Background: an optimization exercise with open tools, aiming at small area. Do not read the settings as production practice.
Only simulation tests tie the RTL to the original design; equivalence was not proved.
Power is estimated from default activity; no workload was simulated.

==> zinc <==
Design playrec, start of the top module:
module playrec(
	input			CLOCK_50, reset,
	output reg	[21:0]	ram_addr,
	output	[15:0]	ram_data_in,
	output			ram_read, ram_write,
	input	[15:0]	ram_data_out,
	input			ram_valid, ram_waitrq,
	output	[15:0]	audio_out,
	input	[15:0]	audio_in,
	input			audio_out_allowed, audio_in_available,
	output			write_audio_out, read_audio_in,
	input			play, record, pause,
	input	[1:0]	speed,
	input [2:0] sel
);
Settings: LEC_CHECK=0, CAP_MARGIN=20, CORE_MARGIN=2, CORE_UTILIZATION=40, SETUP_SLACK_MARGIN=0.2, SLEW_MARGIN=20, SYNTH_HIERARCHICAL=1, SYNTH_MINIMUM_KEEP_SIZE=0; clock period 10.0 ns.
standard.sh (not shown) runs the stock make flow with config.mk's settings and CLKGATE_MAP_FILE= SYNTH_SCRIPT=/design/flow/synth_recipe.tcl, a recipe that flattens the netlist after the stock synthesis.
==> flow/flow/run.sh <==
#!/bin/bash
# Standard ORFS layout (the standard.sh, unchanged synthesis) with two
# layout-only choices passed to the ORFS scripts:
#  - port buffers use the smallest buffer cell (every port is still buffered)
#  - clock tree synthesis without dummy loads
set -euo pipefail
export BUFFER_PORTS_ARGS="-buffer_cell sky130_fd_sc_hd__buf_1"
export CTS_ARGS="-sink_clustering_enable -repair_clock_nets -dont_use_dummy_load -buf_list sky130_fd_sc_hd__clkbuf_4 -sink_clustering_size 10 -sink_clustering_max_diameter 50"
bash standard.sh > standard_flow.log 2>&1
==> inputs of juniper, as changes to zinc <==
--- a/flow/flow/run.sh
+++ b/flow/flow/run.sh
@@ -6,4 +6,4 @@
 set -euo pipefail
 export BUFFER_PORTS_ARGS="-buffer_cell sky130_fd_sc_hd__buf_1"
-export CTS_ARGS="-sink_clustering_enable -repair_clock_nets -dont_use_dummy_load -buf_list sky130_fd_sc_hd__clkbuf_4 -sink_clustering_size 10 -sink_clustering_max_diameter 50"
+export CTS_ARGS="-sink_clustering_enable -repair_clock_nets -dont_use_dummy_load -buf_list sky130_fd_sc_hd__clkbuf_4"
 bash standard.sh > standard_flow.log 2>&1
==> results.txt <==
quantity                                                            juniper        zinc
Uppermost signal routing layer after detailed routing                  met4        met5
Switching portion of total power                                     48.60%      49.62%
Highest-delay cell along the critical path                            inv_1        fa_1
Total non-filler cell area in the finished layout                14320 um^2  14160 um^2
Clock latency reported for the late side of the worst-skew pair      690 ps      730 ps
Layout Cells excl Fill                                                 1627        1602
Status                                     no timing/DRC/antenna violations  no timing/DRC/antenna violations
Detailed-route vias per instance                                      5.618       5.686
Setup WS post-layout                                               398.3 ps    370.2 ps
Total routing resource utilization after global routing              21.90%      21.69%
Metal1 wirelength                                                  15130 um    15310 um
Critical Path Stages                                                     20          21
Worst VDD drop                                                    0.3656 mV   0.3658 mV
Number of vias in the routed layout                                    9140        9109
Vias in the first global route                                         9936        9719
Combinational gate power                                          0.00331 W   0.00332 W
Capture instance of the worst register-to-register path              s4[16]      s2[16]
Worst hold slack                                                   307.0 ps    329.6 ps
Max Freq                                                          104.1 MHz   103.8 MHz
Fraction of area in clock buffers and inverters                      3.041%      1.644%
Worst hold path startpoint                                            x2[4]       x2[7]

========
==> v22 <==
playrec, a different RTL version from the one above (not shown whole).
==> flow/config.mk <==
export PLATFORM = sky130hd
export DESIGN_NAME = playrec
export DESIGN_NICKNAME = playrec
export VERILOG_FILES = /design/flow/design.v
export SDC_FILE = /design/flow/constraint.sdc
export NUM_CORES = 4
export LEC_CHECK = 0
export CAP_MARGIN = 20
export CORE_MARGIN = 2
export CORE_UTILIZATION = 40
export SETUP_SLACK_MARGIN = 0.05
export SLEW_MARGIN = 20
export SYNTH_HIERARCHICAL = 1
export SYNTH_MINIMUM_KEEP_SIZE = 0
==> flow/constraint.sdc <==
create_clock -name core_clock -period 10.0 [get_ports {CLOCK_50}]
set_input_delay 2.0000 -clock core_clock [delete_from_list [all_inputs] [get_ports {CLOCK_50}]]
set_output_delay 2.0000 -clock core_clock [all_outputs]
set_load 0.01 [all_outputs]
==> flow/flow/run.sh <==
#!/bin/bash
# Standard ORFS layout (the standard.sh, unchanged synthesis) with two
# layout-only choices passed to the ORFS scripts:
#  - port buffers use the smallest buffer cell (every port is still buffered)
#  - clock tree synthesis without dummy loads
set -euo pipefail
export BUFFER_PORTS_ARGS="-buffer_cell sky130_fd_sc_hd__buf_1"
export CTS_ARGS="-sink_clustering_enable -repair_clock_nets -dont_use_dummy_load -buf_list sky130_fd_sc_hd__clkbuf_4 -sink_clustering_size 10 -sink_clustering_max_diameter 50"
bash standard.sh > standard_flow.log 2>&1
==> v32 (differences from v22) <==
--- a/flow/design.v
+++ b/flow/design.v
@@ -186,15 +186,15 @@
 assign sn4[16] = sn4_x99;
 reg signed [16:0] s4;
 always @(posedge CLOCK_50) s4 <= sn4;
 wire f1_0, fe_0, f3_0, f4_0, fr_0;
 sel_dec u_dec0 (.sel(sel), .f1(f1_0), .fe(fe_0), .f3(f3_0), .f4(f4_0), .fr(fr_0));
-wire rb1_c3 = (f3_0 & s3[0]) | f1_0;
+wire rb1_c3 = (f3_0 & s3[0]);
 wire rb2_c4 = (f3_0 & s3[1]) | (f4_0 & x4[0]);
 wire rb3_c5 = (f3_0 & s3[2]) | (f4_0 & x4[1]);
 wire rb4_c6 = (f3_0 & s3[3]) | (f4_0 & x4[2]);
-wire rb5_c7 = (f3_0 & s3[4]) | (f4_0 & x4[3]) | f1_0;
+wire rb5_c7 = (f3_0 & s3[4]) | (f4_0 & x4[3]);
 wire rb6_c8 = (f3_0 & s3[5]) | (f4_0 & x4[4]);
 wire rb7_c9 = (f3_0 & s3[6]) | (f4_0 & x4[5]);
 wire rb8_c10 = (f3_0 & s3[7]) | (f4_0 & x4[6]);
 wire rb9_c11 = (f3_0 & s3[8]) | (f4_0 & x4[7]);
 wire rb10_c12 = (f3_0 & s3[9]) | (f4_0 & x4[8]);
@@ -203,11 +203,11 @@
 wire rb13_c15 = (f3_0 & s3[12]) | (f4_0 & x4[11]);
 wire rb14_c16 = (f3_0 & s3[13]) | (f4_0 & x4[12]);
 wire rb15_c17 = (f3_0 & s3[14]) | (f4_0 & x4[13]);
 wire rb16_c18 = (f3_0 & s3[15]) | (f4_0 & x4[14]);
 wire rb17_c19 = (f3_0 & ~s3[16]) | (f4_0 & ~x4[15]);
-wire rb18_c1 = (f1_0 & ~x8[0]) | f4_0;
+wire rb18_c1 = (f1_0 & ~x8[0]);
 wire rb19_c2 = (f1_0 & ~x8[1]) | (f3_0 & s2[0]) | (f4_0 & ~s2[0]);
 wire rb20_c3 = (f1_0 & ~x8[2]) | (f3_0 & s2[1]) | (f4_0 & ~s2[1]);
 wire rb21_c4 = (f1_0 & ~x8[3]) | (f3_0 & s2[2]) | (f4_0 & ~s2[2]);
 wire rb22_c5 = (f1_0 & ~x8[4]) | (f3_0 & s2[3]) | (f4_0 & ~s2[3]);
 wire rb23_c6 = (f1_0 & ~x8[5]) | (f3_0 & s2[4]) | (f4_0 & ~s2[4]);
@@ -238,11 +238,11 @@
 wire rb48_c12 = (f1_0 & ~s3[12]) | (f3_0 & ~s3[12]) | (f4_0 & ~x3[10]);
 wire rb49_c13 = (f1_0 & ~s3[13]) | (f3_0 & ~s3[13]) | (f4_0 & ~x3[11]);
 wire rb50_c14 = (f1_0 & ~s3[14]) | (f3_0 & ~s3[14]) | (f4_0 & ~x3[12]);
 wire rb51_c15 = (f1_0 & ~s3[15]) | (f3_0 & ~s3[15]) | (f4_0 & ~x3[13]);
 wire rb52_c16 = (f1_0 & s3[16]) | (f3_0 & s3[16]) | (f4_0 & ~x3[14]);
-wire rb53_c17 = (f4_0 & x3[15]) | f3_0;
+wire rb53_c17 = (f4_0 & x3[15]);
 wire rb54_c1 = (f1_0 & ~s4[0]) | (f3_0 & ~s4[0]);
 wire rb55_c2 = (f1_0 & ~s4[1]) | (f3_0 & ~s4[1]) | (f4_0 & ~x8[0]);
 wire rb56_c3 = (f1_0 & ~s4[2]) | (f3_0 & ~s4[2]) | (f4_0 & ~x8[1]);
 wire rb57_c4 = (f1_0 & ~s4[3]) | (f3_0 & ~s4[3]) | (f4_0 & ~x8[2]);
 wire rb58_c5 = (f1_0 & ~s4[4]) | (f3_0 & ~s4[4]) | (f4_0 & ~x8[3]);
@@ -325,11 +325,11 @@
 wire rb135_c17 = (f1_0 & ~s4[12]) | (f3_0 & ~s4[12]) | (f4_0 & ~s3[13]) | (fe_0 & x8[10]);
 wire rb136_c18 = (f1_0 & ~s4[13]) | (f3_0 & ~s4[13]) | (f4_0 & ~s3[14]) | (fe_0 & x8[11]);
 wire rb137_c19 = (f1_0 & ~s4[14]) | (f3_0 & ~s4[14]) | (f4_0 & ~s3[15]) | (fe_0 & x8[12]);
 wire rb138_c20 = (f1_0 & ~s4[15]) | (f3_0 & ~s4[15]) | (f4_0 & s3[16]) | (fe_0 & x8[13]);
 wire rb139_c21 = (f1_0 & s4[16]) | (f3_0 & s4[16]) | (fe_0 & x8[14]);
-wire rb140_c22 = (fe_0 & ~x8[15]) | f1_0;
+wire rb140_c22 = (fe_0 & ~x8[15]);
 wire rb141_c0 = (f1_0 & ~s4[0]) | (f3_0 & ~x8[0]);
 wire rb142_c1 = (f1_0 & ~s4[1]) | (f3_0 & ~x8[1]) | (f4_0 & ~x4[0]);
 wire rb143_c2 = (f1_0 & ~s4[2]) | (f3_0 & ~x8[2]) | (f4_0 & ~x4[1]);
 wire rb144_c3 = (f1_0 & ~s4[3]) | (f3_0 & ~x8[3]) | (f4_0 & ~x4[2]);
 wire rb145_c4 = (f1_0 & ~s4[4]) | (f3_0 & ~x8[4]) | (f4_0 & ~x4[3]);
@@ -342,11 +342,11 @@
 wire rb152_c11 = (f1_0 & ~s4[11]) | (f3_0 & ~x8[11]) | (f4_0 & ~x4[10]);
 wire rb153_c12 = (f1_0 & ~s4[12]) | (f3_0 & ~x8[12]) | (f4_0 & ~x4[11]);
 wire rb154_c13 = (f1_0 & ~s4[13]) | (f3_0 & ~x8[13]) | (f4_0 & ~x4[12]);
 wire rb155_c14 = (f1_0 & ~s4[14]) | (f3_0 & ~x8[14]) | (f4_0 & ~x4[13]);
 wire rb156_c15 = (f1_0 & ~s4[15]) | (f3_0 & x8[15]) | (f4_0 & ~x4[14]);
-wire rb157_c16 = (f1_0 & s4[16]) | (f4_0 & x4[15]) | f3_0;
+wire rb157_c16 = (f1_0 & s4[16]) | (f4_0 & x4[15]);
 wire rb158_c6 = (f1_0 & ~s4[0]) | (f4_0 & ~s4[0]);
 wire rb159_c7 = (f1_0 & ~s4[1]) | (f3_0 & s4[0]) | (f4_0 & ~s4[1]);
 wire rb160_c8 = (f1_0 & ~s4[2]) | (f3_0 & s4[1]) | (f4_0 & ~s4[2]) | (fe_0 & x1[0]) | (fr_0 & audio_in[0]);
 wire rb161_c9 = (f1_0 & ~s4[3]) | (f3_0 & s4[2]) | (f4_0 & ~s4[3]) | (fe_0 & x1[1]) | (fr_0 & audio_in[1]);
 wire rb162_c10 = (f1_0 & ~s4[4]) | (f3_0 & s4[3]) | (f4_0 & ~s4[4]) | (fe_0 & x1[2]) | (fr_0 & audio_in[2]);
@@ -360,11 +360,11 @@
 wire rb170_c18 = (f1_0 & ~s4[12]) | (f3_0 & s4[11]) | (f4_0 & ~s4[12]) | (fe_0 & x1[10]) | (fr_0 & audio_in[10]);
 wire rb171_c19 = (f1_0 & ~s4[13]) | (f3_0 & s4[12]) | (f4_0 & ~s4[13]) | (fe_0 & x1[11]) | (fr_0 & audio_in[11]);
 wire rb172_c20 = (f1_0 & ~s4[14]) | (f3_0 & s4[13]) | (f4_0 & ~s4[14]) | (fe_0 & x1[12]) | (fr_0 & audio_in[12]);
 wire rb173_c21 = (f1_0 & ~s4[15]) | (f3_0 & s4[14]) | (f4_0 & ~s4[15]) | (fe_0 & x1[13]) | (fr_0 & audio_in[13]);
 wire rb174_c22 = (f1_0 & s4[16]) | (f3_0 & s4[15]) | (f4_0 & s4[16]) | (fe_0 & x1[14]) | (fr_0 & audio_in[14]);
-wire rb175_c23 = (f3_0 & ~s4[16]) | (fe_0 & ~x1[15]) | (fr_0 & ~audio_in[15]) | f4_0;
+wire rb175_c23 = (f3_0 & ~s4[16]) | (fe_0 & ~x1[15]) | (fr_0 & ~audio_in[15]);
 wire rb176_c0 = (f3_0 & ~x1[0]);
 wire rb177_c1 = (f1_0 & ~s3[0]) | (f3_0 & ~x1[1]) | (f4_0 & ~s3[0]);
 wire rb178_c2 = (f1_0 & ~s3[1]) | (f3_0 & ~x1[2]) | (f4_0 & ~s3[1]);
 wire rb179_c3 = (f1_0 & ~s3[2]) | (f3_0 & ~x1[3]) | (f4_0 & ~s3[2]);
 wire rb180_c4 = (f1_0 & ~s3[3]) | (f3_0 & ~x1[4]) | (f4_0 & ~s3[3]);
@@ -380,21 +380,23 @@
 wire rb190_c14 = (f1_0 & ~s3[13]) | (f3_0 & ~x1[14]) | (f4_0 & ~s3[13]);
 wire rb191_c15 = (f1_0 & ~s3[14]) | (f3_0 & x1[15]) | (f4_0 & ~s3[14]);
 wire rb192_c16 = (f1_0 & ~s3[15]) | (f4_0 & ~s3[15]);
 wire rb193_c17 = (f1_0 & s3[16]) | (f4_0 & s3[16]);
 wire rb194_c0 = f3_0;
-wire rb195_c1 = f1_0;
+wire rb195_c1 = f1_0 | f4_0;
 wire rb196_c2 = f3_0;
-wire rb197_c3 = f3_0;
+wire rb197_c3 = f1_0 | f3_0;
 wire rb198_c4 = f4_0;
 wire rb199_c5 = f3_0;
-wire rb200_c7 = f4_0;
-wire rb201_c18 = f3_0 | f4_0;
-wire rb202_c20 = f1_0;
-wire rb203_c21 = f1_0 | f3_0;
-wire rb204_c22 = fe_0;
-wire rb205_c23 = fr_0;
+wire rb200_c7 = f1_0 | f4_0;
+wire rb201_c16 = f3_0;
+wire rb202_c17 = f3_0;
+wire rb203_c18 = f3_0 | f4_0;
+wire rb204_c20 = f1_0;
+wire rb205_c21 = f1_0 | f3_0;
+wire rb206_c22 = f1_0 | fe_0;
+wire rb207_c23 = f4_0 | fr_0;
 wire t_s100, t_c101;
 ha_cell u_t_s100 (.a(rb2_c4), .b(rb21_c4), .s(t_s100), .k(t_c101));
 wire t_s102, t_c103;
 fa_cell u_t_s102 (.a(rb3_c5), .b(rb22_c5), .c(rb41_c5), .s(t_s102), .k(t_c103));
 wire t_s104, t_c105;
@@ -460,15 +462,15 @@
 wire t_s164, t_c165;
 fa_cell u_t_s164 (.a(rb14_c16), .b(rb33_c16), .c(rb52_c16), .s(t_s164), .k(t_c165));
 wire t_s166, t_c167;
 fa_cell u_t_s166 (.a(rb69_c16), .b(rb87_c16), .c(rb99_c16), .s(t_s166), .k(t_c167));
 wire t_s168, t_c169;
-ha_cell u_t_s168 (.a(rb118_c16), .b(rb134_c16), .s(t_s168), .k(t_c169));
+fa_cell u_t_s168 (.a(rb118_c16), .b(rb134_c16), .c(rb157_c16), .s(t_s168), .k(t_c169));
 wire t_s170, t_c171;
 fa_cell u_t_s170 (.a(rb15_c17), .b(rb34_c17), .c(rb53_c17), .s(t_s170), .k(t_c171));
 wire t_s172, t_c173;
-ha_cell u_t_s172 (.a(rb70_c17), .b(rb100_c17), .s(t_s172), .k(t_c173));
+fa_cell u_t_s172 (.a(rb70_c17), .b(rb100_c17), .c(rb119_c17), .s(t_s172), .k(t_c173));
 wire t_s174, t_c175;
 ha_cell u_t_s174 (.a(rb18_c1), .b(rb37_c1), .s(t_s174), .k(t_c175));
 wire t_s176, t_c177;
 fa_cell u_t_s176 (.a(rb19_c2), .b(rb38_c2), .c(rb55_c2), .s(t_s176), .k(t_c177));
 wire t_s178, t_c179;
@@ -546,27 +548,27 @@
 wire t_s250, t_c251;
 fa_cell u_t_s250 (.a(t_c157), .b(t_s162), .c(t_c153), .s(t_s250), .k(t_c251));
 wire t_s252, t_c253;
 fa_cell u_t_s252 (.a(t_c155), .b(t_s158), .c(t_s160), .s(t_s252), .k(t_c253));
 wire t_s254, t_c255;
-fa_cell u_t_s254 (.a(rb157_c16), .b(rb168_c16), .c(rb192_c16), .s(t_s254), .k(t_c255));
+fa_cell u_t_s254 (.a(rb168_c16), .b(rb192_c16), .c(rb201_c16), .s(t_s254), .k(t_c255));
 wire t_s256, t_c257;
-fa_cell u_t_s256 (.a(t_c163), .b(t_s168), .c(t_c159), .s(t_s256), .k(t_c257));
+fa_cell u_t_s256 (.a(t_c163), .b(t_c159), .c(t_c161), .s(t_s256), .k(t_c257));
 wire t_s258, t_c259;
-fa_cell u_t_s258 (.a(t_c161), .b(t_s164), .c(t_s166), .s(t_s258), .k(t_c259));
+fa_cell u_t_s258 (.a(t_s164), .b(t_s166), .c(t_s168), .s(t_s258), .k(t_c259));
 wire t_s260, t_c261;
-fa_cell u_t_s260 (.a(rb119_c17), .b(rb135_c17), .c(rb169_c17), .s(t_s260), .k(t_c261));
+fa_cell u_t_s260 (.a(rb135_c17), .b(rb169_c17), .c(rb193_c17), .s(t_s260), .k(t_c261));
 wire t_s262, t_c263;
-fa_cell u_t_s262 (.a(rb193_c17), .b(t_c169), .c(t_s172), .s(t_s262), .k(t_c263));
+fa_cell u_t_s262 (.a(rb202_c17), .b(t_c165), .c(t_c167), .s(t_s262), .k(t_c263));
 wire t_s264, t_c265;
-fa_cell u_t_s264 (.a(t_c165), .b(t_c167), .c(t_s170), .s(t_s264), .k(t_c265));
+fa_cell u_t_s264 (.a(t_c169), .b(t_s170), .c(t_s172), .s(t_s264), .k(t_c265));
 wire t_s266, t_c267;
 fa_cell u_t_s266 (.a(rb16_c18), .b(rb35_c18), .c(rb101_c18), .s(t_s266), .k(t_c267));
 wire t_s268, t_c269;
 fa_cell u_t_s268 (.a(rb120_c18), .b(rb136_c18), .c(rb170_c18), .s(t_s268), .k(t_c269));
 wire t_s270, t_c271;
-fa_cell u_t_s270 (.a(rb201_c18), .b(t_c173), .c(t_c171), .s(t_s270), .k(t_c271));
+fa_cell u_t_s270 (.a(rb203_c18), .b(t_c171), .c(t_c173), .s(t_s270), .k(t_c271));
 wire t_s272, t_c273;
 fa_cell u_t_s272 (.a(rb17_c19), .b(rb102_c19), .c(rb121_c19), .s(t_s272), .k(t_c273));
 wire t_s274, t_c275;
 ha_cell u_t_s274 (.a(rb36_c0), .b(rb71_c0), .s(t_s274), .k(t_c275));
 wire t_s276, t_c277;
@@ -632,13 +634,13 @@
 wire t_s336, t_c337;
 fa_cell u_t_s336 (.a(t_c249), .b(t_s254), .c(t_c251), .s(t_s336), .k(t_c337));
 wire t_s338, t_c339;
 fa_cell u_t_s338 (.a(t_c253), .b(t_s256), .c(t_s258), .s(t_s338), .k(t_c339));
 wire t_s340, t_c341;
-fa_cell u_t_s340 (.a(t_c255), .b(t_s260), .c(t_s262), .s(t_s340), .k(t_c341));
+fa_cell u_t_s340 (.a(t_c255), .b(t_s260), .c(t_c257), .s(t_s340), .k(t_c341));
 wire t_s342, t_c343;
-fa_cell u_t_s342 (.a(t_c257), .b(t_c259), .c(t_s264), .s(t_s342), .k(t_c343));
+fa_cell u_t_s342 (.a(t_c259), .b(t_s262), .c(t_s264), .s(t_s342), .k(t_c343));
 wire t_s344, t_c345;
 fa_cell u_t_s344 (.a(t_c261), .b(t_s266), .c(t_s268), .s(t_s344), .k(t_c345));
 wire t_s346, t_c347;
 fa_cell u_t_s346 (.a(t_c263), .b(t_c265), .c(t_s270), .s(t_s346), .k(t_c347));
 wire t_s348, t_c349;
@@ -646,11 +648,11 @@
 wire t_s350, t_c351;
 fa_cell u_t_s350 (.a(t_c269), .b(t_s272), .c(t_c271), .s(t_s350), .k(t_c351));
 wire t_s352, t_c353;
 fa_cell u_t_s352 (.a(rb103_c20), .b(rb138_c20), .c(rb172_c20), .s(t_s352), .k(t_c353));
 wire t_s354, t_c355;
-ha_cell u_t_s354 (.a(rb202_c20), .b(t_c273), .s(t_s354), .k(t_c355));
+ha_cell u_t_s354 (.a(rb204_c20), .b(t_c273), .s(t_s354), .k(t_c355));
 wire t_s356, t_c357;
 fa_cell u_t_s356 (.a(rb104_c21), .b(rb139_c21), .c(rb173_c21), .s(t_s356), .k(t_c357));
 wire t_s358, t_c359;
 ha_cell u_t_s358 (.a(rb141_c0), .b(rb176_c0), .s(t_s358), .k(t_c359));
 wire t_s360, t_c361;
@@ -692,13 +694,13 @@
 wire t_s396, t_c397;
 fa_cell u_t_s396 (.a(t_c345), .b(t_s348), .c(t_c347), .s(t_s396), .k(t_c397));
 wire t_s398, t_c399;
 fa_cell u_t_s398 (.a(t_s352), .b(t_s354), .c(t_c349), .s(t_s398), .k(t_c399));
 wire t_s400, t_c401;
-fa_cell u_t_s400 (.a(rb203_c21), .b(t_c353), .c(t_s356), .s(t_s400), .k(t_c401));
+fa_cell u_t_s400 (.a(rb205_c21), .b(t_c353), .c(t_s356), .s(t_s400), .k(t_c401));
 wire t_s402, t_c403;
-fa_cell u_t_s402 (.a(rb140_c22), .b(rb174_c22), .c(rb204_c22), .s(t_s402), .k(t_c403));
+fa_cell u_t_s402 (.a(rb140_c22), .b(rb174_c22), .c(rb206_c22), .s(t_s402), .k(t_c403));
 wire t_s404, t_c405;
 ha_cell u_t_s404 (.a(rb194_c0), .b(t_s358), .s(t_s404), .k(t_c405));
 wire t_s406, t_c407;
 fa_cell u_t_s406 (.a(t_c359), .b(t_s276), .c(t_s360), .s(t_s406), .k(t_c407));
 wire t_s408, t_c409;
@@ -741,11 +743,11 @@
 fa_cell u_t_s444 (.a(t_c351), .b(t_s398), .c(t_c397), .s(t_s444), .k(t_c445));
 wire t_s446, t_c447;
 fa_cell u_t_s446 (.a(t_c355), .b(t_s400), .c(t_c399), .s(t_s446), .k(t_c447));
 wire t_s448, t_c449;
 fa_cell u_t_s448 (.a(t_c357), .b(t_s402), .c(t_c401), .s(t_s448), .k(t_c449));
-wire t_x450 = rb175_c23 ^ rb205_c23 ^ t_c403;
+wire t_x450 = rb175_c23 ^ rb207_c23 ^ t_c403;
 wire [23:0] ta = {t_c449, t_c447, t_c445, t_c443, t_c441, t_c439, t_c437, t_c435, t_c433, t_c431, t_c429, t_c427, t_c425, t_c423, t_c421, t_c419, t_c417, t_c415, t_c413, t_c411, t_c409, t_c407, t_c405, t_s404};
 wire [23:0] tb = {t_x450, t_s448, t_s446, t_s444, t_s442, t_s440, t_s438, t_s436, t_s434, t_s432, t_s430, t_s428, t_s426, t_s424, t_s422, t_s420, t_s418, t_s416, t_s414, t_s412, t_s410, t_s408, t_s406, t_s274};
 wire [23:0] fg = ta & tb, fp = ta ^ tb;
 wire lg1 = fg[1] | (fp[1] & fg[0]);
 wire lp1 = fp[1] & fp[0];
- GPL_ROUTABILITY_DRIVEN: not set -> 0
==> comparison table <==
Cell Count, Final, Fillers Out: v32 1,483; v22 1,473
Cell Int Power: v32 2350 uW; v22 2190 uW
Ratio of cells with drive above 1 in the final layout: v32 6.08%; v22 6.23%
Synthesized-area fraction occupied by ao, oa, aoi and oai cells: v32 14.9%; v22 14.0%
Fmax: v32 104 MHz; v22 103 MHz
Smallest hold slack: v32 321 ps; v22 304 ps
Setup WS post-layout: v32 394 ps; v22 311 ps
Status: v32 no timing/DRC/antenna violations; v22 no timing/DRC/antenna violations
Initial core utilization: v32 40.6%; v22 40.3%
Buffers, non-clock: v32 86; v22 92
Die Span X: v32 180 um; v22 179 um
Total net switching power: v32 2190 uW; v22 1960 uW
Endpoint arrival time on the critical path: v32 7610 ps; v22 7690 ps
Clock-cell share: v32 1.59%; v22 1.54%
Reported combinational group power: v32 3170 uW; v22 2780 uW
Worst vdd rail ir drop: v32 0.000312 V; v22 0.000360 V
Adder-cell area share of the yosys netlist: v32 39.6%; v22 40.0%
Via count of the first global-routing pass: v32 9,042; v22 8,803
Number of clock-tree buffers in the layout: v32 28; v22 27
Mapped Nets: v32 1,355; v22 1,342

what the ideal ports hide:
Ports are ideal in the flow. The routed layouts listed here were re-timed in OpenROAD. Step 1: set_driving_cell puts a clkbuf_16 on CLOCK_50 and a buf_2 on each other input, an assumption about the parent block. Step 2, shift: input delay + t, output delay - t, t = (earliest + latest rising clock arrival at the registers) / 2. This alone moves slack from input paths to output paths. a / b / c = ideal / step 1 / step 2; a / b = the first two.
run	t, ns	setup slack, ns	hold WS [ns]	pins driven straight from the clock port
zinc	0.744	0.370 / 0.351 / 0.351	0.330 / 0.330 / 0.330	1
juniper	0.679	0.398 / 0.377 / 0.377	0.307 / 0.307 / 0.307	1
v22	0.680	0.311 / 0.287 / 0.287	0.304 / 0.304 / 0.304	1
v32	0.677	0.394 / 0.374 / 0.374	0.321 / 0.321 / 0.321	1
After both steps every run listed still meets setup and hold. The setup slack of v22, which loses most, moves by -0.024 ns with the drivers and by -0.024 ns with both steps.
